This is an optimization exercise on Yosys and OpenROAD, whose aim is small area, not a production implementation. Function was checked by simulation only, so behaviour that the tests miss may differ from the original. Power and IR drop assume default switching activity.

==> design.v <==
module total_fir(total_out, x_in, clk);
	input clk;
	input signed [7:0] x_in;
	output signed [15:0] total_out;
	reg [7:0] e0;
	reg [7:0] e1;
	reg [7:0] e2;
	reg [7:0] e3;
	reg [7:0] e4;
	reg [7:0] e5;
	reg [7:0] e6;
	reg [7:0] e7;
	reg [7:0] e8;
	reg [7:0] e9;
	reg [7:0] e10;
	reg [7:0] e11;
	reg [7:0] e12;
	reg [7:0] e13;
	reg [7:0] e14;
	reg [7:0] e15;
	reg [7:0] e16;
	reg [7:0] e17;
	reg r432;
	reg r433;
	reg r498;
	reg r499;
	reg r500;
	reg r559;
	reg r560;
	reg r561;
	reg r610;
	reg r643;
	reg r644;
	reg r645;
	reg r672;
	reg r689;
	reg r690;
	reg r699;
	reg r700;
	reg r705;
	reg r706;
	reg r713;
	reg r714;
	reg r715;
	reg r716;
	wire o5_0;
	wire o6_0;
	wire o7_0;
	wire o8_0;
	wire o16_0;
	wire w1;
	wire w2;
	wire w3;
	wire w4;
	wire w5;
	wire w6;
	wire w7;
	wire w8;
	wire w9;
	wire w10;
	wire w11;
	wire w12;
	wire w13;
	wire w14;
	wire w15;
	wire w16;
	wire w17;
	wire w18;
	wire w19;
	wire w20;
	wire w21;
	wire w22;
	wire w23;
	wire w24;
	wire w25;
	wire w26;
	wire w27;
	wire w28;
	wire w29;
	wire w30;
	wire w31;
	wire w32;
	wire w33;
	wire w34;
	wire w35;
	wire w36;
	wire w37;
	wire w38;
	wire w39;
	wire w40;
	wire w41;
	wire w42;
	wire w43;
	wire w44;
	wire w45;
	wire w46;
	wire w47;
	wire w48;
	wire w49;
	wire w50;
	wire w51;
	wire w52;
	wire w53;
	wire w54;
	wire w55;
	wire w56;
	wire w57;
	wire w58;
	wire w59;
	wire w60;
	wire w61;
	wire w62;
	wire w63;
	wire w64;
	wire w65;
	wire w66;
	wire w67;
	wire w68;
	wire w69;
	wire w70;
	wire w71;
	wire w72;
	wire w73;
	wire w74;
	wire w75;
	wire w76;
	wire w77;
	wire w78;
	wire w79;
	wire w80;
	wire w81;
	wire w82;
	wire w83;
	wire w84;
	wire w85;
	wire w86;
	wire w87;
	wire w88;
	wire w89;
	wire w90;
	wire w91;
	wire w92;
	wire w93;
	wire w94;
	wire w95;
	wire w96;
	wire w97;
	wire w98;
	wire w99;
	wire w100;
	wire w101;
	wire w102;
	wire w103;
	wire w104;
	wire w105;
	wire w106;
	wire w107;
	wire w108;
	wire w109;
	wire w110;
	wire w111;
	wire w112;
	wire w113;
	wire w114;
	wire w115;
	wire w116;
	wire w117;
	wire w118;
	wire w119;
	wire w120;
	wire w121;
	wire w122;
	wire w123;
	wire w124;
	wire w125;
	wire w126;
	wire w127;
	wire w128;
	wire w129;
	wire w130;
	wire w131;
	wire w132;
	wire w133;
	wire w134;
	wire w135;
	wire w136;
	wire w137;
	wire w138;
	wire w139;
	wire w140;
	wire w141;
	wire w142;
	wire w143;
	wire w144;
	wire w145;
	wire w146;
	wire w147;
	wire w148;
	wire w149;
	wire w150;
	wire w151;
	wire w152;
	wire w153;
	wire w154;
	wire w155;
	wire w156;
	wire w157;
	wire w158;
	wire w159;
	wire w160;
	wire w161;
	wire w162;
	wire w163;
	wire w164;
	wire w165;
	wire w166;
	wire w167;
	wire w168;
	wire w169;
	wire w170;
	wire w171;
	wire w172;
	wire w173;
	wire w174;
	wire w175;
	wire w176;
	wire w177;
	wire w178;
	wire w179;
	wire w180;
	wire w181;
	wire w182;
	wire w183;
	wire w184;
	wire w185;
	wire w186;
	wire w187;
	wire w188;
	wire w189;
	wire w190;
	wire w191;
	wire w192;
	wire w193;
	wire w194;
	wire w195;
	wire w196;
	wire w197;
	wire w198;
	wire w199;
	wire w200;
	wire w201;
	wire w202;
	wire w203;
	wire w204;
	wire w205;
	wire w206;
	wire w207;
	wire w208;
	wire w209;
	wire w210;
	wire w211;
	wire w212;
	wire w213;
	wire w214;
	wire w215;
	wire w216;
	wire w217;
	wire w218;
	wire w219;
	wire w220;
	wire w221;
	wire w222;
	wire w223;
	wire w224;
	wire w225;
	wire w226;
	wire w227;
	wire w228;
	wire w229;
	wire w230;
	wire w231;
	wire w232;
	wire w233;
	wire w234;
	wire w235;
	wire w236;
	wire w237;
	wire w238;
	wire w239;
	wire w240;
	wire w241;
	wire w242;
	wire w243;
	wire w244;
	wire w245;
	wire w246;
	wire w247;
	wire w248;
	wire w249;
	wire w250;
	wire w251;
	wire w252;
	wire w253;
	wire w254;
	wire w255;
	wire w256;
	wire w257;
	wire w258;
	wire w259;
	wire w260;
	wire w261;
	wire w262;
	wire w263;
	wire w264;
	wire w265;
	wire w266;
	wire w267;
	wire w268;
	wire w269;
	wire w270;
	wire w271;
	wire w272;
	wire w273;
	wire w274;
	wire w275;
	wire w276;
	wire w277;
	wire w278;
	wire w279;
	wire w280;
	wire w281;
	wire w282;
	wire w283;
	wire w284;
	wire w285;
	wire w286;
	wire w287;
	wire w288;
	wire w289;
	wire w290;
	wire w291;
	wire w292;
	wire w293;
	wire w294;
	wire w295;
	wire w296;
	wire w297;
	wire w298;
	wire w299;
	wire w300;
	wire w301;
	wire w302;
	wire w303;
	wire w304;
	wire w305;
	wire w306;
	wire w307;
	wire w308;
	wire w309;
	wire w310;
	wire w311;
	wire w312;
	wire w313;
	wire w314;
	wire w315;
	wire w316;
	wire w317;
	wire w318;
	wire w319;
	wire w320;
	wire w321;
	wire w322;
	wire w323;
	wire w324;
	wire w325;
	wire w326;
	wire w327;
	wire w328;
	wire w329;
	wire w330;
	wire w331;
	wire w332;
	wire w333;
	wire w334;
	wire w335;
	wire w336;
	wire w337;
	wire w338;
	wire w339;
	wire w340;
	wire w341;
	wire w342;
	wire w343;
	wire w344;
	wire w345;
	wire w346;
	wire w347;
	wire w348;
	wire w349;
	wire w350;
	wire w351;
	wire w352;
	wire w353;
	wire w354;
	wire w355;
	wire w356;
	wire w357;
	wire w358;
	wire w359;
	wire w360;
	wire w361;
	wire w362;
	wire w363;
	wire w364;
	wire w365;
	wire w366;
	wire w367;
	wire w368;
	wire w369;
	wire w370;
	wire w371;
	wire w372;
	wire w373;
	wire w374;
	wire w375;
	wire w376;
	wire w377;
	wire w378;
	wire w379;
	wire w380;
	wire w381;
	wire w382;
	wire w383;
	wire w384;
	wire w385;
	wire w386;
	wire w387;
	wire w388;
	wire w389;
	wire w390;
	wire w391;
	wire w392;
	wire w393;
	wire w394;
	wire w395;
	wire w396;
	wire w397;
	wire w398;
	wire w399;
	wire w400;
	wire w401;
	wire w402;
	wire w403;
	wire w404;
	wire w405;
	wire w406;
	wire w407;
	wire w408;
	wire w409;
	wire w410;
	wire w411;
	wire w412;
	wire w413;
	wire w414;
	wire w415;
	wire w416;
	wire w417;
	wire w418;
	wire w419;
	wire w420;
	wire w421;
	wire w422;
	wire w423;
	wire w424;
	wire w425;
	wire w426;
	wire w427;
	wire w428;
	wire w429;
	wire w430;
	wire w431;
	wire w432;
	wire w433;
	wire w434;
	wire w435;
	wire w436;
	wire w437;
	wire w438;
	wire w439;
	wire w440;
	wire w441;
	wire w442;
	wire w443;
	wire w444;
	wire w445;
	wire w446;
	wire w447;
	wire w448;
	wire w449;
	wire w450;
	wire w451;
	wire w452;
	wire w453;
	wire w454;
	wire w455;
	wire w456;
	wire w457;
	wire w458;
	wire w459;
	wire w460;
	wire w461;
	wire w462;
	wire w463;
	wire w464;
	wire w465;
	wire w466;
	wire w467;
	wire w468;
	wire w469;
	wire w470;
	wire w471;
	wire w472;
	wire w473;
	wire w474;
	wire w475;
	wire w476;
	wire w477;
	wire w478;
	wire w479;
	wire w480;
	wire w481;
	wire w482;
	wire w483;
	wire w484;
	wire w485;
	wire w486;
	wire w487;
	wire w488;
	wire w489;
	wire w490;
	wire w491;
	wire w492;
	wire w493;
	wire w494;
	wire w495;
	wire w496;
	wire w497;
	wire w498;
	wire w499;
	wire w500;
	wire w501;
	wire w502;
	wire w503;
	wire w504;
	wire w505;
	wire w506;
	wire w507;
	wire w508;
	wire w509;
	wire w510;
	wire w511;
	wire w512;
	wire w513;
	wire w514;
	wire w515;
	wire w516;
	wire w517;
	wire w518;
	wire w519;
	wire w520;
	wire w521;
	wire w522;
	wire w523;
	wire w524;
	wire w525;
	wire w526;
	wire w527;
	wire w528;
	wire w529;
	wire w530;
	wire w531;
	wire w532;
	wire w533;
	wire w534;
	wire w535;
	wire w536;
	wire w537;
	wire w538;
	wire w539;
	wire w540;
	wire w541;
	wire w542;
	wire w543;
	wire w544;
	wire w545;
	wire w546;
	wire w547;
	wire w548;
	wire w549;
	wire w550;
	wire w551;
	wire w552;
	wire w553;
	wire w554;
	wire w555;
	wire w556;
	wire w557;
	wire w558;
	wire w559;
	wire w560;
	wire w561;
	wire w562;
	wire w563;
	wire w564;
	wire w565;
	wire w566;
	wire w567;
	wire w568;
	wire w569;
	wire w570;
	wire w571;
	wire w572;
	wire w573;
	wire w574;
	wire w575;
	wire w576;
	wire w577;
	wire w578;
	wire w579;
	wire w580;
	wire w581;
	wire w582;
	wire w583;
	wire w584;
	wire w585;
	wire w586;
	wire w587;
	wire w588;
	wire w589;
	wire w590;
	wire w591;
	wire w592;
	wire w593;
	wire w594;
	wire w595;
	wire w596;
	wire w597;
	wire w598;
	wire w599;
	wire w600;
	wire w601;
	wire w602;
	wire w603;
	wire w604;
	wire w605;
	wire w606;
	wire w607;
	wire w608;
	wire w609;
	wire w610;
	wire w611;
	wire w612;
	wire w613;
	wire w614;
	wire w615;
	wire w616;
	wire w617;
	wire w618;
	wire w619;
	wire w620;
	wire w621;
	wire w622;
	wire w623;
	wire w624;
	wire w625;
	wire w626;
	wire w627;
	wire w628;
	wire w629;
	wire w630;
	wire w631;
	wire w632;
	wire w633;
	wire w634;
	wire w635;
	wire w636;
	wire w637;
	wire w638;
	wire w639;
	wire w640;
	wire w641;
	wire w642;
	wire w643;
	wire w644;
	wire w645;
	wire w646;
	wire w647;
	wire w648;
	wire w649;
	wire w650;
	wire w651;
	wire w652;
	wire w653;
	wire w654;
	wire w655;
	wire w656;
	wire w657;
	wire w658;
	wire w659;
	wire w660;
	wire w661;
	wire w662;
	wire w663;
	wire w664;
	wire w665;
	wire w666;
	wire w667;
	wire w668;
	wire w669;
	wire w670;
	wire w671;
	wire w672;
	wire w673;
	wire w674;
	wire w675;
	wire w676;
	wire w677;
	wire w678;
	wire w679;
	wire w680;
	wire w681;
	wire w682;
	wire w683;
	wire w684;
	wire w685;
	wire w686;
	wire w687;
	wire w688;
	wire w689;
	wire w690;
	wire w691;
	wire w692;
	wire w693;
	wire w694;
	wire w695;
	wire w696;
	wire w697;
	wire w698;
	wire w699;
	wire w700;
	wire w701;
	wire w702;
	wire w703;
	wire w704;
	wire w705;
	wire w706;
	wire w707;
	wire w708;
	wire w709;
	wire w710;
	wire w711;
	wire w712;
	wire w713;
	wire w714;
	wire w715;
	wire w716;
	wire n1;
	wire n2;
	wire n3;
	wire n4;
	wire n5;
	wire n6;
	wire n7;
	wire n8;
	wire n9;
	wire n10;
	wire n11;
	wire n12;
	wire n13;
	wire n14;
	wire n15;
	wire n16;
	wire n17;
	wire n18;
	wire n19;
	wire n20;
	wire n21;
	wire n22;
	wire n23;
	wire n24;
	wire n25;
	wire n26;
	wire n27;
	wire n28;
	wire n29;
	wire n30;
	wire n31;
	wire n32;
	wire n33;
	wire n34;
	wire n35;
	wire n36;
	wire n37;
	wire n38;
	wire n39;
	wire n40;
	wire n41;
	wire n42;
	wire n43;
	wire n44;
	wire n45;
	wire n46;
	wire n47;
	wire n48;
	wire n49;
	wire n50;
	wire n51;
	wire n52;
	wire n53;
	wire n54;
	wire n55;
	wire n56;
	wire n57;
	wire n58;
	wire n59;
	wire n60;
	wire n61;
	always @(posedge clk) begin
		e0 <= x_in;
		e1 <= e0;
		e2 <= e1;
		e3 <= e2 ^ 8'h7f;
		e4 <= e3;
		e5 <= e4;
		e6 <= e5;
		e7 <= e6 ^ 8'h03;
		e8 <= e7 ^ 8'h7c;
		e9 <= e8 ^ 8'h7c;
		e10 <= e9;
		e11 <= e10 ^ 8'h7c;
		e12 <= e11 ^ 8'h80;
		e13 <= e12;
		e14 <= e13 ^ 8'h80;
		e15 <= e14 ^ 8'h80;
		e16 <= e15;
		e17 <= e16;
		r432 <= w361;
		r433 <= w430;
		r498 <= w429;
		r499 <= w496;
		r500 <= w431;
		r559 <= w495;
		r560 <= w557;
		r561 <= w497;
		r610 <= w608;
		r643 <= w607;
		r644 <= w641;
		r645 <= w609;
		r672 <= w670;
		r689 <= w687;
		r690 <= w671;
		r699 <= w697;
		r700 <= w688;
		r705 <= w696;
		r706 <= w698;
		r713 <= w164;
		r714 <= w220;
		r715 <= w286;
		r716 <= w360;
	end
	assign o5_0 = ~(~e5[0] | ~e5[1]);
	assign o6_0 = ~(~e6[0] | ~e6[1]);
	assign o7_0 = ~(e7[0] | e7[1]);
	assign o8_0 = ~(e8[0] | e8[1]);
	assign o16_0 = ~(e16[0] | e16[1]);
	assign n1 = ~e2[0];
	assign n2 = ~e2[1];
	assign n3 = ~e2[2];
	assign n4 = ~e2[3];
	assign n5 = ~e2[4];
	assign n6 = ~e2[5];
	assign n7 = ~e2[6];
	assign n8 = ~e7[2];
	assign n9 = ~e7[3];
	assign n10 = ~e7[4];
	assign n11 = ~e7[5];
	assign n12 = ~e7[6];
	assign n13 = ~e7[7];
	assign n14 = ~e8[7];
	assign n15 = ~e8[2];
	assign n16 = ~e8[3];
	assign n17 = ~e8[4];
	assign n18 = ~e8[5];
	assign n19 = ~e8[6];
	assign n20 = ~e9[0];
	assign n21 = ~e9[1];
	assign n22 = ~e10[0];
	assign n23 = ~e10[1];
	assign n24 = ~e10[2];
	assign n25 = ~e10[3];
	assign n26 = ~e10[4];
	assign n27 = ~e10[5];
	assign n28 = ~e10[6];
	assign n29 = ~e10[7];
	assign n30 = ~e11[7];
	assign n31 = ~e11[0];
	assign n32 = ~e11[1];
	assign n33 = ~e11[2];
	assign n34 = ~e11[3];
	assign n35 = ~e11[4];
	assign n36 = ~e11[5];
	assign n37 = ~e11[6];
	assign n38 = ~e13[0];
	assign n39 = ~e13[1];
	assign n40 = ~e13[2];
	assign n41 = ~e13[3];
	assign n42 = ~e13[4];
	assign n43 = ~e13[5];
	assign n44 = ~e13[6];
	assign n45 = ~e13[7];
	assign n46 = ~e14[7];
	assign n47 = ~e14[0];
	assign n48 = ~e14[1];
	assign n49 = ~e14[2];
	assign n50 = ~e14[3];
	assign n51 = ~e14[4];
	assign n52 = ~e14[5];
	assign n53 = ~e14[6];
	assign n54 = ~e16[0];
	assign n55 = ~e16[1];
	assign n56 = ~e16[2];
	assign n57 = ~e16[3];
	assign n58 = ~e16[4];
	assign n59 = ~e16[5];
	assign n60 = ~e16[6];
	assign n61 = ~e16[7];
	fa uw62 (.a(e3[0]), .b(e4[1]), .c(e4[0]), .s(w62), .co(w63));
	fa uw64 (.a(e5[0]), .b(e5[2]), .c(e6[2]), .s(w64), .co(w65));
	fa uw66 (.a(e7[2]), .b(e10[1]), .c(e11[1]), .s(w66), .co(w67));
	fa uw68 (.a(e12[0]), .b(e12[1]), .c(e13[0]), .s(w68), .co(w69));
	fa uw70 (.a(e14[0]), .b(e14[1]), .c(e17[2]), .s(w70), .co(w71));
	fa uw72 (.a(n15), .b(n56), .c(o5_0), .s(w72), .co(w73));
	fa uw74 (.a(o6_0), .b(o7_0), .c(o8_0), .s(w74), .co(w75));
	fa uw76 (.a(o16_0), .b(w62), .c(w64), .s(w76), .co(w77));
	fa uw78 (.a(w66), .b(w68), .c(w70), .s(w78), .co(w79));
	fa uw80 (.a(w72), .b(w74), .c(w76), .s(w80), .co(w81));
	assign w83 = w78 & w80;
	xn uw84 (.a(e3[1]), .b(e4[0]), .s(w84));
	o2 uw85 (.a(e3[1]), .b(e4[0]), .co(w85));
	fa uw86 (.a(e4[2]), .b(e5[1]), .c(e5[3]), .s(w86), .co(w87));
	fa uw88 (.a(e6[0]), .b(e6[3]), .c(e7[3]), .s(w88), .co(w89));
	fa uw90 (.a(e11[0]), .b(e11[2]), .c(e12[1]), .s(w90), .co(w91));
	fa uw92 (.a(e12[2]), .b(e13[1]), .c(e13[0]), .s(w92), .co(w93));
	fa uw94 (.a(e14[1]), .b(e14[2]), .c(e15[0]), .s(w94), .co(w95));
	fa uw96 (.a(e17[3]), .b(n16), .c(n22), .s(w96), .co(w97));
	fa uw98 (.a(n24), .b(n54), .c(n57), .s(w98), .co(w99));
	fa uw100 (.a(w84), .b(w63), .c(w65), .s(w100), .co(w101));
	fa uw102 (.a(w67), .b(w69), .c(w71), .s(w102), .co(w103));
	fa uw104 (.a(w86), .b(w88), .c(w90), .s(w104), .co(w105));
	fa uw106 (.a(w92), .b(w94), .c(w96), .s(w106), .co(w107));
	fa uw108 (.a(w98), .b(w73), .c(w75), .s(w108), .co(w109));
	fa uw110 (.a(w77), .b(w79), .c(w100), .s(w110), .co(w111));
	fa uw112 (.a(w102), .b(w104), .c(w106), .s(w112), .co(w113));
	fa uw114 (.a(w108), .b(w81), .c(w110), .s(w114), .co(w115));
	assign w117 = (w112 & w83) | (w112 & w114) | (w83 & w114);
	xn uw118 (.a(e3[2]), .b(e4[1]), .s(w118));
	o2 uw119 (.a(e3[2]), .b(e4[1]), .co(w119));
	fa uw120 (.a(e4[3]), .b(e5[2]), .c(e5[0]), .s(w120), .co(w121));
	fa uw122 (.a(e5[4]), .b(e6[1]), .c(e6[4]), .s(w122), .co(w123));
	fa uw124 (.a(e7[0]), .b(e7[4]), .c(e11[1]), .s(w124), .co(w125));
	fa uw126 (.a(e11[0]), .b(e11[3]), .c(e12[2]), .s(w126), .co(w127));
	fa uw128 (.a(e12[0]), .b(e12[3]), .c(e13[2]), .s(w128), .co(w129));
	fa uw130 (.a(e13[1]), .b(e14[2]), .c(e14[3]), .s(w130), .co(w131));
	fa uw132 (.a(e15[1]), .b(e15[0]), .c(e17[0]), .s(w132), .co(w133));
	fa uw134 (.a(e17[4]), .b(n1), .c(n17), .s(w134), .co(w135));
	fa uw136 (.a(n20), .b(n23), .c(n25), .s(w136), .co(w137));
	fa uw138 (.a(n55), .b(n58), .c(w85), .s(w138), .co(w139));
	fa uw140 (.a(w118), .b(w87), .c(w89), .s(w140), .co(w141));
	fa uw142 (.a(w91), .b(w93), .c(w95), .s(w142), .co(w143));
	fa uw144 (.a(w120), .b(w122), .c(w124), .s(w144), .co(w145));
	fa uw146 (.a(w126), .b(w128), .c(w130), .s(w146), .co(w147));
	fa uw148 (.a(w132), .b(w97), .c(w99), .s(w148), .co(w149));
	fa uw150 (.a(w134), .b(w136), .c(w138), .s(w150), .co(w151));
	fa uw152 (.a(w101), .b(w103), .c(w105), .s(w152), .co(w153));
	fa uw154 (.a(w140), .b(w142), .c(w144), .s(w154), .co(w155));
	fa uw156 (.a(w146), .b(w107), .c(w148), .s(w156), .co(w157));
	fa uw158 (.a(w109), .b(w150), .c(w111), .s(w158), .co(w159));
	fa uw160 (.a(w152), .b(w154), .c(w113), .s(w160), .co(w161));
	fa uw162 (.a(w156), .b(w115), .c(w158), .s(w162), .co(w163));
	fa uw164 (.a(w160), .b(w117), .c(w162), .s(w164), .co(w165));
	fa uw166 (.a(e3[3]), .b(e4[2]), .c(e4[4]), .s(w166), .co(w167));
	fa uw168 (.a(e5[3]), .b(e5[1]), .c(e5[5]), .s(w168), .co(w169));
	fa uw170 (.a(e6[2]), .b(e6[5]), .c(e7[1]), .s(w170), .co(w171));
	fa uw172 (.a(e7[5]), .b(e10[2]), .c(e11[2]), .s(w172), .co(w173));
	fa uw174 (.a(e11[1]), .b(e11[4]), .c(e12[3]), .s(w174), .co(w175));
	fa uw176 (.a(e12[1]), .b(e12[4]), .c(e13[3]), .s(w176), .co(w177));
	fa uw178 (.a(e13[2]), .b(e14[3]), .c(e14[4]), .s(w178), .co(w179));
	fa uw180 (.a(e15[2]), .b(e15[1]), .c(e17[1]), .s(w180), .co(w181));
	fa uw182 (.a(e17[5]), .b(n2), .c(n1), .s(w182), .co(w183));
	fa uw184 (.a(n18), .b(n21), .c(n26), .s(w184), .co(w185));
	fa uw186 (.a(n56), .b(n54), .c(n59), .s(w186), .co(w187));
	fa uw188 (.a(w119), .b(w121), .c(w123), .s(w188), .co(w189));
	fa uw190 (.a(w125), .b(w127), .c(w129), .s(w190), .co(w191));
	fa uw192 (.a(w131), .b(w133), .c(w166), .s(w192), .co(w193));
	fa uw194 (.a(w168), .b(w170), .c(w172), .s(w194), .co(w195));
	fa uw196 (.a(w174), .b(w176), .c(w178), .s(w196), .co(w197));
	fa uw198 (.a(w180), .b(w135), .c(w137), .s(w198), .co(w199));
	fa uw200 (.a(w182), .b(w184), .c(w186), .s(w200), .co(w201));
	fa uw202 (.a(w139), .b(w141), .c(w143), .s(w202), .co(w203));
	fa uw204 (.a(w145), .b(w147), .c(w188), .s(w204), .co(w205));
	fa uw206 (.a(w190), .b(w149), .c(w192), .s(w206), .co(w207));
	fa uw208 (.a(w194), .b(w196), .c(w198), .s(w208), .co(w209));
	fa uw210 (.a(w200), .b(w151), .c(w153), .s(w210), .co(w211));
	fa uw212 (.a(w202), .b(w155), .c(w204), .s(w212), .co(w213));
	fa uw214 (.a(w157), .b(w206), .c(w208), .s(w214), .co(w215));
	fa uw216 (.a(w159), .b(w210), .c(w212), .s(w216), .co(w217));
	fa uw218 (.a(w161), .b(w214), .c(w163), .s(w218), .co(w219));
	fa uw220 (.a(w216), .b(w165), .c(w218), .s(w220), .co(w221));
	xn uw222 (.a(e3[4]), .b(e3[0]), .s(w222));
	o2 uw223 (.a(e3[4]), .b(e3[0]), .co(w223));
	fa uw224 (.a(e4[3]), .b(e4[0]), .c(e4[5]), .s(w224), .co(w225));
	fa uw226 (.a(e5[4]), .b(e5[2]), .c(e5[6]), .s(w226), .co(w227));
	fa uw228 (.a(e6[3]), .b(e6[6]), .c(e7[6]), .s(w228), .co(w229));
	fa uw230 (.a(e9[2]), .b(e10[3]), .c(e10[0]), .s(w230), .co(w231));
	fa uw232 (.a(e11[3]), .b(e11[2]), .c(e11[5]), .s(w232), .co(w233));
	fa uw234 (.a(e12[4]), .b(e12[2]), .c(e12[0]), .s(w234), .co(w235));
	fa uw236 (.a(e12[5]), .b(e13[4]), .c(e13[3]), .s(w236), .co(w237));
	fa uw238 (.a(e14[4]), .b(e14[5]), .c(e15[3]), .s(w238), .co(w239));
	fa uw240 (.a(e15[2]), .b(e17[2]), .c(e17[6]), .s(w240), .co(w241));
	fa uw242 (.a(n3), .b(n2), .c(n8), .s(w242), .co(w243));
	fa uw244 (.a(n19), .b(n27), .c(n47), .s(w244), .co(w245));
	fa uw246 (.a(n57), .b(n55), .c(n60), .s(w246), .co(w247));
	fa uw248 (.a(w222), .b(w167), .c(w169), .s(w248), .co(w249));
	fa uw250 (.a(w171), .b(w173), .c(w175), .s(w250), .co(w251));
	fa uw252 (.a(w177), .b(w179), .c(w181), .s(w252), .co(w253));
	fa uw254 (.a(w224), .b(w226), .c(w228), .s(w254), .co(w255));
	fa uw256 (.a(w230), .b(w232), .c(w234), .s(w256), .co(w257));
	fa uw258 (.a(w236), .b(w238), .c(w240), .s(w258), .co(w259));
	fa uw260 (.a(w183), .b(w185), .c(w187), .s(w260), .co(w261));
	fa uw262 (.a(w242), .b(w244), .c(w246), .s(w262), .co(w263));
	fa uw264 (.a(w189), .b(w191), .c(w193), .s(w264), .co(w265));
	fa uw266 (.a(w195), .b(w197), .c(w248), .s(w266), .co(w267));
	fa uw268 (.a(w250), .b(w252), .c(w199), .s(w268), .co(w269));
	fa uw270 (.a(w254), .b(w256), .c(w258), .s(w270), .co(w271));
	fa uw272 (.a(w201), .b(w260), .c(w262), .s(w272), .co(w273));
	fa uw274 (.a(w203), .b(w205), .c(w207), .s(w274), .co(w275));
	fa uw276 (.a(w264), .b(w266), .c(w209), .s(w276), .co(w277));
	fa uw278 (.a(w268), .b(w270), .c(w272), .s(w278), .co(w279));
	fa uw280 (.a(w211), .b(w213), .c(w274), .s(w280), .co(w281));
	fa uw282 (.a(w215), .b(w276), .c(w278), .s(w282), .co(w283));
	fa uw284 (.a(w217), .b(w280), .c(w282), .s(w284), .co(w285));
	fa uw286 (.a(w219), .b(w284), .c(w221), .s(w286), .co(w287));
	fa uw288 (.a(e3[5]), .b(e3[1]), .c(e4[4]), .s(w288), .co(w289));
	fa uw290 (.a(e4[1]), .b(e4[6]), .c(e5[5]), .s(w290), .co(w291));
	fa uw292 (.a(e5[3]), .b(e5[7]), .c(e6[4]), .s(w292), .co(w293));
	fa uw294 (.a(e6[7]), .b(e7[7]), .c(e8[0]), .s(w294), .co(w295));
	fa uw296 (.a(e8[7]), .b(e9[3]), .c(e10[4]), .s(w296), .co(w297));
	fa uw298 (.a(e10[1]), .b(e11[4]), .c(e11[3]), .s(w298), .co(w299));
	fa uw300 (.a(e11[6]), .b(e12[5]), .c(e12[3]), .s(w300), .co(w301));
	fa uw302 (.a(e12[1]), .b(e12[6]), .c(e13[5]), .s(w302), .co(w303));
	fa uw304 (.a(e13[4]), .b(e14[5]), .c(e14[6]), .s(w304), .co(w305));
	fa uw306 (.a(e15[4]), .b(e15[3]), .c(e17[3]), .s(w306), .co(w307));
	fa uw308 (.a(e17[7]), .b(n4), .c(n3), .s(w308), .co(w309));
	fa uw310 (.a(n9), .b(n28), .c(n31), .s(w310), .co(w311));
	fa uw312 (.a(n38), .b(n48), .c(n58), .s(w312), .co(w313));
	fa uw314 (.a(n56), .b(n61), .c(w223), .s(w314), .co(w315));
	fa uw316 (.a(w225), .b(w227), .c(w229), .s(w316), .co(w317));
	fa uw318 (.a(w231), .b(w233), .c(w235), .s(w318), .co(w319));
	fa uw320 (.a(w237), .b(w239), .c(w241), .s(w320), .co(w321));
	fa uw322 (.a(w288), .b(w290), .c(w292), .s(w322), .co(w323));
	fa uw324 (.a(w294), .b(w296), .c(w298), .s(w324), .co(w325));
	fa uw326 (.a(w300), .b(w302), .c(w304), .s(w326), .co(w327));
	fa uw328 (.a(w306), .b(w243), .c(w245), .s(w328), .co(w329));
	fa uw330 (.a(w247), .b(w308), .c(w310), .s(w330), .co(w331));
	fa uw332 (.a(w312), .b(w314), .c(w249), .s(w332), .co(w333));
	fa uw334 (.a(w251), .b(w253), .c(w255), .s(w334), .co(w335));
	fa uw336 (.a(w257), .b(w259), .c(w316), .s(w336), .co(w337));
	fa uw338 (.a(w318), .b(w320), .c(w261), .s(w338), .co(w339));
	fa uw340 (.a(w322), .b(w324), .c(w326), .s(w340), .co(w341));
	fa uw342 (.a(w263), .b(w328), .c(w330), .s(w342), .co(w343));
	fa uw344 (.a(w265), .b(w267), .c(w332), .s(w344), .co(w345));
	fa uw346 (.a(w269), .b(w271), .c(w334), .s(w346), .co(w347));
	fa uw348 (.a(w336), .b(w338), .c(w340), .s(w348), .co(w349));
	fa uw350 (.a(w273), .b(w342), .c(w275), .s(w350), .co(w351));
	fa uw352 (.a(w344), .b(w277), .c(w346), .s(w352), .co(w353));
	fa uw354 (.a(w348), .b(w279), .c(w281), .s(w354), .co(w355));
	fa uw356 (.a(w350), .b(w352), .c(w283), .s(w356), .co(w357));
	fa uw358 (.a(w354), .b(w285), .c(w356), .s(w358), .co(w359));
	ha uw360 (.a(w358), .b(w287), .s(w360), .co(w361));
	fa uw362 (.a(e3[6]), .b(e3[2]), .c(e4[5]), .s(w362), .co(w363));
	fa uw364 (.a(e4[2]), .b(e4[7]), .c(e5[6]), .s(w364), .co(w365));
	fa uw366 (.a(e5[4]), .b(e6[5]), .c(e8[1]), .s(w366), .co(w367));
	fa uw368 (.a(e9[4]), .b(e10[5]), .c(e11[5]), .s(w368), .co(w369));
	fa uw370 (.a(e11[4]), .b(e12[6]), .c(e12[4]), .s(w370), .co(w371));
	fa uw372 (.a(e12[2]), .b(e12[7]), .c(e13[6]), .s(w372), .co(w373));
	fa uw374 (.a(e13[5]), .b(e14[6]), .c(e15[5]), .s(w374), .co(w375));
	fa uw376 (.a(e15[4]), .b(e17[4]), .c(n5), .s(w376), .co(w377));
	fa uw378 (.a(n4), .b(n10), .c(n24), .s(w378), .co(w379));
	fa uw380 (.a(n29), .b(n32), .c(n30), .s(w380), .co(w381));
	fa uw382 (.a(n39), .b(n49), .c(n46), .s(w382), .co(w383));
	fa uw384 (.a(n59), .b(n57), .c(w289), .s(w384), .co(w385));
	fa uw386 (.a(w291), .b(w293), .c(w295), .s(w386), .co(w387));
	fa uw388 (.a(w297), .b(w299), .c(w301), .s(w388), .co(w389));
	fa uw390 (.a(w303), .b(w305), .c(w307), .s(w390), .co(w391));
	fa uw392 (.a(w362), .b(w364), .c(w366), .s(w392), .co(w393));
	fa uw394 (.a(w368), .b(w370), .c(w372), .s(w394), .co(w395));
	fa uw396 (.a(w374), .b(w309), .c(w311), .s(w396), .co(w397));
	fa uw398 (.a(w313), .b(w376), .c(w378), .s(w398), .co(w399));
	fa uw400 (.a(w380), .b(w382), .c(w315), .s(w400), .co(w401));
	fa uw402 (.a(w317), .b(w319), .c(w321), .s(w402), .co(w403));
	fa uw404 (.a(w323), .b(w325), .c(w327), .s(w404), .co(w405));
	fa uw406 (.a(w384), .b(w386), .c(w388), .s(w406), .co(w407));
	fa uw408 (.a(w390), .b(w329), .c(w392), .s(w408), .co(w409));
	fa uw410 (.a(w394), .b(w331), .c(w396), .s(w410), .co(w411));
	fa uw412 (.a(w398), .b(w400), .c(w333), .s(w412), .co(w413));
	fa uw414 (.a(w335), .b(w337), .c(w402), .s(w414), .co(w415));
	fa uw416 (.a(w339), .b(w341), .c(w404), .s(w416), .co(w417));
	fa uw418 (.a(w406), .b(w408), .c(w343), .s(w418), .co(w419));
	fa uw420 (.a(w410), .b(w345), .c(w412), .s(w420), .co(w421));
	fa uw422 (.a(w347), .b(w414), .c(w416), .s(w422), .co(w423));
	fa uw424 (.a(w349), .b(w418), .c(w351), .s(w424), .co(w425));
	fa uw426 (.a(w420), .b(w353), .c(w422), .s(w426), .co(w427));
	fa uw428 (.a(w355), .b(w424), .c(w426), .s(w428), .co(w429));
	fa uw430 (.a(w357), .b(w428), .c(w359), .s(w430), .co(w431));
	ha uw434 (.a(r432), .b(r433), .s(w434), .co(w435));
	fa uw436 (.a(e3[7]), .b(e3[3]), .c(e4[6]), .s(w436), .co(w437));
	fa uw438 (.a(e4[3]), .b(e5[7]), .c(e5[5]), .s(w438), .co(w439));
	fa uw440 (.a(e6[6]), .b(e8[2]), .c(e9[5]), .s(w440), .co(w441));
	fa uw442 (.a(e10[6]), .b(e11[6]), .c(e11[5]), .s(w442), .co(w443));
	fa uw444 (.a(e12[7]), .b(e12[5]), .c(e12[3]), .s(w444), .co(w445));
	fa uw446 (.a(e13[7]), .b(e13[6]), .c(e15[6]), .s(w446), .co(w447));
	fa uw448 (.a(e15[5]), .b(e17[5]), .c(n6), .s(w448), .co(w449));
	fa uw450 (.a(n5), .b(n11), .c(n25), .s(w450), .co(w451));
	fa uw452 (.a(n33), .b(n40), .c(n46), .s(w452), .co(w453));
	fa uw454 (.a(n50), .b(n60), .c(n58), .s(w454), .co(w455));
	fa uw456 (.a(w363), .b(w365), .c(w367), .s(w456), .co(w457));
	fa uw458 (.a(w369), .b(w371), .c(w373), .s(w458), .co(w459));
	fa uw460 (.a(w375), .b(w436), .c(w438), .s(w460), .co(w461));
	fa uw462 (.a(w440), .b(w442), .c(w444), .s(w462), .co(w463));
	fa uw464 (.a(w446), .b(w377), .c(w379), .s(w464), .co(w465));
	fa uw466 (.a(w381), .b(w383), .c(w448), .s(w466), .co(w467));
	fa uw468 (.a(w450), .b(w452), .c(w454), .s(w468), .co(w469));
	fa uw470 (.a(w385), .b(w387), .c(w389), .s(w470), .co(w471));
	fa uw472 (.a(w391), .b(w393), .c(w395), .s(w472), .co(w473));
	fa uw474 (.a(w456), .b(w458), .c(w397), .s(w474), .co(w475));
	fa uw476 (.a(w460), .b(w462), .c(w399), .s(w476), .co(w477));
	fa uw478 (.a(w464), .b(w466), .c(w468), .s(w478), .co(w479));
	fa uw480 (.a(w401), .b(w403), .c(w405), .s(w480), .co(w481));
	fa uw482 (.a(w407), .b(w470), .c(w409), .s(w482), .co(w483));
	fa uw484 (.a(w472), .b(w411), .c(w474), .s(w484), .co(w485));
	fa uw486 (.a(w476), .b(w478), .c(w413), .s(w486), .co(w487));
	fa uw488 (.a(w415), .b(w417), .c(w480), .s(w488), .co(w489));
	fa uw490 (.a(w482), .b(w419), .c(w484), .s(w490), .co(w491));
	fa uw492 (.a(w421), .b(w486), .c(w423), .s(w492), .co(w493));
	fa uw494 (.a(w488), .b(w490), .c(w425), .s(w494), .co(w495));
	fa uw496 (.a(w427), .b(w492), .c(w494), .s(w496), .co(w497));
	fa uw501 (.a(r498), .b(r499), .c(r500), .s(w501), .co(w502));
	ha uw503 (.a(w435), .b(w501), .s(w503), .co(w504));
	xn uw505 (.a(e3[4]), .b(e4[7]), .s(w505));
	o2 uw506 (.a(e3[4]), .b(e4[7]), .co(w506));
	fa uw507 (.a(e4[4]), .b(e5[6]), .c(e6[7]), .s(w507), .co(w508));
	fa uw509 (.a(e8[3]), .b(e9[6]), .c(e10[7]), .s(w509), .co(w510));
	fa uw511 (.a(e11[6]), .b(e12[6]), .c(e12[4]), .s(w511), .co(w512));
	fa uw513 (.a(e13[7]), .b(e15[7]), .c(e15[6]), .s(w513), .co(w514));
	fa uw515 (.a(e17[6]), .b(n7), .c(n6), .s(w515), .co(w516));
	fa uw517 (.a(n12), .b(n26), .c(n30), .s(w517), .co(w518));
	fa uw519 (.a(n34), .b(n41), .c(n51), .s(w519), .co(w520));
	fa uw521 (.a(n61), .b(n59), .c(w505), .s(w521), .co(w522));
	fa uw523 (.a(w437), .b(w439), .c(w441), .s(w523), .co(w524));
	fa uw525 (.a(w443), .b(w445), .c(w447), .s(w525), .co(w526));
	fa uw527 (.a(w507), .b(w509), .c(w511), .s(w527), .co(w528));
	fa uw529 (.a(w513), .b(w449), .c(w451), .s(w529), .co(w530));
	fa uw531 (.a(w453), .b(w455), .c(w515), .s(w531), .co(w532));
	fa uw533 (.a(w517), .b(w519), .c(w521), .s(w533), .co(w534));
	fa uw535 (.a(w457), .b(w459), .c(w461), .s(w535), .co(w536));
	fa uw537 (.a(w463), .b(w523), .c(w525), .s(w537), .co(w538));
	fa uw539 (.a(w465), .b(w527), .c(w467), .s(w539), .co(w540));
	fa uw541 (.a(w469), .b(w529), .c(w531), .s(w541), .co(w542));
	fa uw543 (.a(w533), .b(w471), .c(w473), .s(w543), .co(w544));
	fa uw545 (.a(w475), .b(w535), .c(w537), .s(w545), .co(w546));
	fa uw547 (.a(w477), .b(w479), .c(w539), .s(w547), .co(w548));
	fa uw549 (.a(w541), .b(w481), .c(w483), .s(w549), .co(w550));
	fa uw551 (.a(w543), .b(w485), .c(w545), .s(w551), .co(w552));
	fa uw553 (.a(w547), .b(w487), .c(w489), .s(w553), .co(w554));
	fa uw555 (.a(w549), .b(w491), .c(w551), .s(w555), .co(w556));
	fa uw557 (.a(w493), .b(w553), .c(w555), .s(w557), .co(w558));
	fa uw562 (.a(r559), .b(r560), .c(r561), .s(w562), .co(w563));
	fa uw564 (.a(w502), .b(w562), .c(w504), .s(w564), .co(w565));
	fa uw566 (.a(e2[7]), .b(e3[5]), .c(e4[5]), .s(w566), .co(w567));
	fa uw568 (.a(e5[7]), .b(e8[4]), .c(e9[7]), .s(w568), .co(w569));
	fa uw570 (.a(e12[7]), .b(e12[5]), .c(e15[7]), .s(w570), .co(w571));
	fa uw572 (.a(e17[7]), .b(n7), .c(n13), .s(w572), .co(w573));
	fa uw574 (.a(n27), .b(n30), .c(n35), .s(w574), .co(w575));
	fa uw576 (.a(n42), .b(n52), .c(n60), .s(w576), .co(w577));
	fa uw578 (.a(w506), .b(w508), .c(w510), .s(w578), .co(w579));
	fa uw580 (.a(w512), .b(w514), .c(w566), .s(w580), .co(w581));
	fa uw582 (.a(w568), .b(w570), .c(w516), .s(w582), .co(w583));
	fa uw584 (.a(w518), .b(w520), .c(w572), .s(w584), .co(w585));
	fa uw586 (.a(w574), .b(w576), .c(w522), .s(w586), .co(w587));
	fa uw588 (.a(w524), .b(w526), .c(w528), .s(w588), .co(w589));
	fa uw590 (.a(w578), .b(w530), .c(w580), .s(w590), .co(w591));
	fa uw592 (.a(w532), .b(w582), .c(w584), .s(w592), .co(w593));
	fa uw594 (.a(w534), .b(w586), .c(w536), .s(w594), .co(w595));
	fa uw596 (.a(w538), .b(w588), .c(w540), .s(w596), .co(w597));
	fa uw598 (.a(w590), .b(w542), .c(w592), .s(w598), .co(w599));
	fa uw600 (.a(w544), .b(w546), .c(w594), .s(w600), .co(w601));
	fa uw602 (.a(w548), .b(w596), .c(w598), .s(w602), .co(w603));
	fa uw604 (.a(w550), .b(w552), .c(w600), .s(w604), .co(w605));
	fa uw606 (.a(w602), .b(w554), .c(w556), .s(w606), .co(w607));
	fa uw608 (.a(w604), .b(w558), .c(w606), .s(w608), .co(w609));
	fa uw611 (.a(r610), .b(w563), .c(w565), .s(w611), .co(w612));
	xn uw613 (.a(e2[7]), .b(e3[6]), .s(w613));
	o2 uw614 (.a(e2[7]), .b(e3[6]), .co(w614));
	fa uw615 (.a(e4[6]), .b(e8[5]), .c(e12[6]), .s(w615), .co(w616));
	fa uw617 (.a(n28), .b(n36), .c(n43), .s(w617), .co(w618));
	fa uw619 (.a(n53), .b(n61), .c(w613), .s(w619), .co(w620));
	fa uw621 (.a(w567), .b(w569), .c(w571), .s(w621), .co(w622));
	fa uw623 (.a(w615), .b(w573), .c(w575), .s(w623), .co(w624));
	fa uw625 (.a(w577), .b(w617), .c(w619), .s(w625), .co(w626));
	fa uw627 (.a(w579), .b(w581), .c(w621), .s(w627), .co(w628));
	fa uw629 (.a(w583), .b(w585), .c(w623), .s(w629), .co(w630));
	fa uw631 (.a(w587), .b(w625), .c(w589), .s(w631), .co(w632));
	fa uw633 (.a(w591), .b(w627), .c(w593), .s(w633), .co(w634));
	fa uw635 (.a(w629), .b(w595), .c(w631), .s(w635), .co(w636));
	fa uw637 (.a(w597), .b(w599), .c(w633), .s(w637), .co(w638));
	fa uw639 (.a(w601), .b(w635), .c(w603), .s(w639), .co(w640));
	fa uw641 (.a(w637), .b(w605), .c(w639), .s(w641), .co(w642));
	fa uw646 (.a(r643), .b(r644), .c(r645), .s(w646), .co(w647));
	ha uw648 (.a(w646), .b(w612), .s(w648), .co(w649));
	fa uw650 (.a(e3[7]), .b(e4[7]), .c(e8[6]), .s(w650), .co(w651));
	fa uw652 (.a(e12[7]), .b(e14[7]), .c(n29), .s(w652), .co(w653));
	fa uw654 (.a(n37), .b(n44), .c(w614), .s(w654), .co(w655));
	fa uw656 (.a(w616), .b(w650), .c(w618), .s(w656), .co(w657));
	fa uw658 (.a(w652), .b(w620), .c(w654), .s(w658), .co(w659));
	fa uw660 (.a(w622), .b(w624), .c(w656), .s(w660), .co(w661));
	fa uw662 (.a(w626), .b(w658), .c(w628), .s(w662), .co(w663));
	fa uw664 (.a(w630), .b(w660), .c(w632), .s(w664), .co(w665));
	fa uw666 (.a(w662), .b(w634), .c(w636), .s(w666), .co(w667));
	fa uw668 (.a(w664), .b(w638), .c(w666), .s(w668), .co(w669));
	fa uw670 (.a(w640), .b(w668), .c(w642), .s(w670), .co(w671));
	ha uw675 (.a(r672), .b(w647), .s(w675), .co(w676));
	xr uw673 (.a(w675), .b(w649), .s(w673));
	ao uw674 (.g(w676), .p(w675), .c(w649), .co(w674));
	fa uw677 (.a(e11[7]), .b(n14), .c(n45), .s(w677), .co(w678));
	fa uw679 (.a(w651), .b(w653), .c(w677), .s(w679), .co(w680));
	fa uw681 (.a(w655), .b(w657), .c(w679), .s(w681), .co(w682));
	fa uw683 (.a(w659), .b(w661), .c(w681), .s(w683), .co(w684));
	fa uw685 (.a(w663), .b(w683), .c(w665), .s(w685), .co(w686));
	fa uw687 (.a(w667), .b(w685), .c(w669), .s(w687), .co(w688));
	ha uw693 (.a(r689), .b(r690), .s(w693), .co(w694));
	xr uw691 (.a(w693), .b(w674), .s(w691));
	ao uw692 (.g(w694), .p(w693), .c(w674), .co(w692));
	fa uw695 (.a(w678), .b(w680), .c(w682), .s(w695), .co(w696));
	fa uw697 (.a(w684), .b(w695), .c(w686), .s(w697), .co(w698));
	ha uw703 (.a(r699), .b(r700), .s(w703), .co(w704));
	xr uw701 (.a(w703), .b(w692), .s(w701));
	ao uw702 (.g(w704), .p(w703), .c(w692), .co(w702));
	ha uw709 (.a(r705), .b(r706), .s(w709), .co(w710));
	xr uw707 (.a(w709), .b(w702), .s(w707));
	ao uw708 (.g(w710), .p(w709), .c(w702), .co(w708));
	assign w711 = w708 ^ 1'b1;
	assign total_out[0] = r713;
	assign total_out[1] = r714;
	assign total_out[2] = r715;
	assign total_out[3] = r716;
	assign total_out[4] = w434;
	assign total_out[5] = w503;
	assign total_out[6] = w564;
	assign total_out[7] = w611;
	assign total_out[8] = w648;
	assign total_out[9] = w673;
	assign total_out[10] = w691;
	assign total_out[11] = w701;
	assign total_out[12] = w707;
	assign total_out[13] = w711;
	assign total_out[14] = w711;
	assign total_out[15] = w711;
endmodule
module fa(input a, input b, input c, output s, output co);
	assign s = a ^ b ^ c;
	assign co = (a & b) | (a & c) | (b & c);
endmodule
module xn(input a, input b, output s);
	assign s = ~(a ^ b);
endmodule
module o2(input a, input b, output co);
	assign co = a | b;
endmodule
module xr(input a, input b, output s);
	assign s = a ^ b;
endmodule
module ao(input g, input p, input c, output co);
	assign co = g | (p & c);
endmodule
module ha(input a, input b, output s, output co);
	assign s = a ^ b;
	assign co = a & b;
endmodule
==> flow/run.sh <==
#!/bin/bash
# The standard layout (standard.sh, the ORFS flow), with ORFS's own variables set for two steps:
#  - clock tree synthesis without dummy balancing loads, built from clkbuf_8 cells;
#  - port buffering with the smallest buffer cell (every input and output still gets a buffer).
# The full ORFS output goes to standard.log in this folder (per-step logs under orfs/logs).
export CTS_ARGS="-sink_clustering_enable -repair_clock_nets -dont_use_dummy_load -buf_list sky130_fd_sc_hd__clkbuf_8"
export BUFFER_PORTS_ARGS="-buffer_cell sky130_fd_sc_hd__buf_1"
bash standard.sh > standard.log 2>&1
==> standard.sh <==
#!/bin/bash
# synth_recipe.tcl (not shown) runs the flow's synth.tcl, then flattens the netlist and writes it again
# the make line also repeats each setting of config.mk as NAME=value (left out here)
make -C /OpenROAD-flow-scripts/flow DESIGN_CONFIG=/design/flow/config.mk WORK_HOME=/design/flow/orfs CLKGATE_MAP_FILE= SYNTH_SCRIPT=/design/flow/synth_recipe.tcl "${@:-finish}"
==> config.mk <==
export PLATFORM = sky130hd
export DESIGN_NAME = total_fir
export DESIGN_NICKNAME = total_fir
export VERILOG_FILES = /design/flow/design.v
export SDC_FILE = /design/flow/constraint.sdc
export NUM_CORES = 4
export LEC_CHECK = 0
export CAP_MARGIN = 20
export CORE_MARGIN = 2
export CORE_UTILIZATION = 40
export SLEW_MARGIN = 20
export SYNTH_HIERARCHICAL = 1
export SYNTH_MINIMUM_KEEP_SIZE = 0
==> constraint.sdc <==
create_clock -name core_clock -period 5.0 [get_ports {clk}]
set_input_delay 1.0000 -clock core_clock [delete_from_list [all_inputs] [get_ports {clk}]]
set_output_delay 1.0000 -clock core_clock [all_outputs]
set_load 0.01 [all_outputs]
==> summary.md <==
| Metric | Value |
|---|---|
| Bufs on Longest Clock Path | `2` |
| Cts bufs inserted | `17` |
| Global Route Usage Sum | `0.187` |
| CP required | `between 5000 and 6000 ps` |
| Post-Syn Area | `approximately 0.01 mm^2` |
| Crit-path most repeated cell | `fa_1` |
| Residual DRC count | `0` |
| HP Start | `e0[4]` |
| Cell family contributing the most delay on the critical path | `adder cells` |
| Worst-path clk slew | `around 100 ps` |
| TritonRoute pass-1 iters | `5` |
| DR WL/cell | `23.3 um` |
| PortBufs | `24` |
| Post-synth top area share | `0.598` |
| WS Path Type | `flip-flop to flip-flop` |
| DR vias | `~4,300` |
| Htree depth | `4` |
| Leakage | `4.22 nW` |
| Post-cts resize count | `0` |
| Hold Crit Class | `flip-flop to flip-flop` |
| Largest net degree at the start of global routing | `18` |
| RSZ-0062 raised after global routing | `false` |
| Crit path buf inv count | `0` |
| Critical Path, Cell by Cell | `fa_1 > fa_1 > fa_1 > fa_1 > fa_1 > fa_1 > fa_1 > fa_1 > ha_1` |
| TritonCTS clock tree | `done` |
| Max-cap violation count | `0` |
| Clock latency (worst-skew pair) | `470 ps` |
| Initial antenna violation count | `0` |
| Yosys Warn Count | `7` |
| Crit path arrival time | `4920 ps` |
| Syn nets | `slightly below 900` |
| Detailed placement HPWL | `19,600 um` |
| Most used DFF post-synth | `dfxtp_1` |
| Die ar. | `0.0260 mm^2` |
| Final nets | `~920` |
| Pwr dens | `775 mW/mm^2` |
| Placed cell count | `910` |
| Final Hold Fails | `0` |
| GPL Wtd Cong | `a little under 0.9` |
| CP max stage delay | `about 560 ps` |
| Relative slew slack | `0.712` |
| Core box area | `roughly 0.024 mm^2` |
| Number of flops mapped to enable cells by yosys | `0` |
| Starting density of the core | `0.407` |
| Post-Syn Instances | `577` |
| R2r startpoint | `e11[1]` |
| Worst slew pin tran | `431 ps` |
| Post-DRT Antenna Nets | `0` |
| First-pass GRT wire length | `about 34,000 um` |
| Initial DRC count | `roughly 260` |
| Min Tclk post-route | `4580 ps` |
| Register area share after synthesis | `0.338` |
| Slew Viols, Final | `0` |
| Share of cells above drive strength 1 | `0.0299` |
| N_diodes | `0` |
| Synth async-reset ratio | `0` |
| Tcrit/Tclk final | `0.917` |
| Area contributors post-synth | `fa_1 (60%), dfxtp_1 (34%), inv_1 (2.4%)` |
| # IOs | `25` |
| FF+latch count, synth | `167` |
| Syn Area/Cell | `17.2 um^2` |
| Syn-to-layout area delta | `6.23%` |
| Top-count cell post-synth | `fa_1` |
| Peak supply drop | `0.667 mV` |
| Cell variety after synth | `12` |
| Outcome | `complete, no violations` |
| Vias per inst | `4.59` |
| Worst Setup End Kind | `flip-flop` |
| Post-synth top cells | `fa_1 (296), dfxtp_1 (167), inv_1 (64)` |
| Post-CTS setup repair buffer count | `0` |
| Total Wirelength | `~22,000 um` |
| Post-cts hold buffer count | `0` |
| Post-synth top area cell | `fa_1` |
| Die height | `161 um` |
| Final std cells w/o fill | `927` |
| Die W | `161 um` |
| Achievable clock frequency | `218 MHz` |
| Layout Skew | `37.7 ps` |
| Clk root buf | `clkbuf_8` |
| Worst path slowest cell | `dfxtp_1` |
| CP Launch Point | `e11[1]` |
| Overflow after GRT | `0` |
| CTS Sinks | `approximately 170` |
| Startpoint Class | `flip-flop` |
| Fin Setup TNS | `0 ps` |
| Site Rows | `57` |
| Setup violations, final | `0` |
| CP Max Fanout | `5` |
| Vias in the first global route | `around 5,400` |
[cells in the final DEF, fill, tap and decap left out]
cell type / count
fa_1: 296
dfxtp_1: 167
inv_1: 64
buf_1: 24
clkbuf_8: 17
ha_1: 8
nor2_1: 6
xnor2_1: 5
or2_1: 5
xor2_1: 4
a21o_1: 4
and2_1: 1
a22oi_1: 1
buf_4: 1
[per-module statistics from Yosys (local to each module, per instance), a selection]
module / cells / copies in the design / flip-flops and latches / area, um^2
total_fir: 255 / 1 / 167 / 3740
fa: 1 / 296 / 0 / 20.0
ha: 1 / 8 / 0 / 12.5
xn: 1 / 5 / 0 / 8.76
xr: 1 / 4 / 0 / 8.76
ao: 1 / 4 / 0 / 7.51
[area by class of cell]
type                            instances  area [um^2]
Fill cell                            2181        13800
Multi-Input combinational cell        330         6200
Sequential cell                       167         3340
Tap cell                              324          405
Inverter                               64          240
Clock buffer                           17          234
Timing Repair Buffer                   25         97.6
[power by group]
group          switching (mW)  total, mW  leakage (nW)  internal, mW
Clock                   0.442      0.743         0.122         0.301
Sequential              0.126       1.82          1.41          1.70
Combinational            2.92       5.59          2.69          2.67
Total                    3.49       8.16          4.22          4.67
[final timing paths]
| check | cells past startpoint | slack [ps] | endpoint |
|---|---|---|---|
| max reg2reg | 9 | 420 | r716 |
| min | 0 | 330 | e1[4] |
| min reg2reg | 0 | 330 | e1[4] |
| max | 9 | 420 | r716 |
[routing by layer]
metal,global-route usage,share of wire,up-vias
li1,-,-,1732
met1,0.249,0.41,2395
met2,0.306,0.51,105
met3,0.0449,0.048,26
met4,0.0601,0.029,0
met5,0,0,-
[metrics by stage]
| step | hold slack (ps) | utilization | instance area (um^2) | power, mW | setup WS [ps] |
|---|---|---|---|---|---|
| 2_1_floorplan | 310 | - | 9910 | 6.20 | 732 |
| 3_3_place_gp | 312 | 0.423 | 10300 | 7.59 | 415 |
| 3_5_place_dp | 312 | 0.423 | 10300 | 7.63 | 417 |
| 4_1_cts | 332 | 0.433 | 10500 | 8.41 | 399 |
| 5_1_grt | 335 | 0.433 | 10500 | 9.23 | 290 |
| 6_report | 327 | 0.433 | 10500 | 8.16 | 417 |
[kinds of logic (layout without fill, tap and decap cells)]
logic type | count (synthesis) | after routing | share of synthesized area
buffers and inverters | 80 | 106 | 0.0364
AND/OR/NAND/NOR | 12 | 12 | 0.00606
XOR/XNOR | 9 | 9 | 0.00796
flip-flops | 167 | 167 | 0.338
AO/OA/AOI/OAI | 5 | 5 | 0.00379
adder cells (fa/ha/maj) | 304 | 304 | 0.608

static timing again, ports no longer ideal:
No port has a modelled driver above. Below, the same layout with a new extraction and two added sets of constraints.
Step 1 sets driving cells, clkbuf_16 on the clock port and buf_2 on the other inputs (assumed; they add their load-dependent delay and slew).
Step 2 also shifts input and output timing later by t, the mid clock arrival at the registers, as if the neighbouring blocks saw the same clock.
a / b / c = ideal / step 1 / step 2; a / b = the first two.
shift t [ns]: 0.488
setup WS [ns]: 0.417 / 0.417 / 0.417
worst register clock-pin slew, ns: 0.10 / 0.10
worst data-port slew with drivers (ns): 0.03
After both steps setup and hold are still met in this run. The setup slack of this run moves by 0.000 ns with the drivers and by 0.000 ns with both steps.
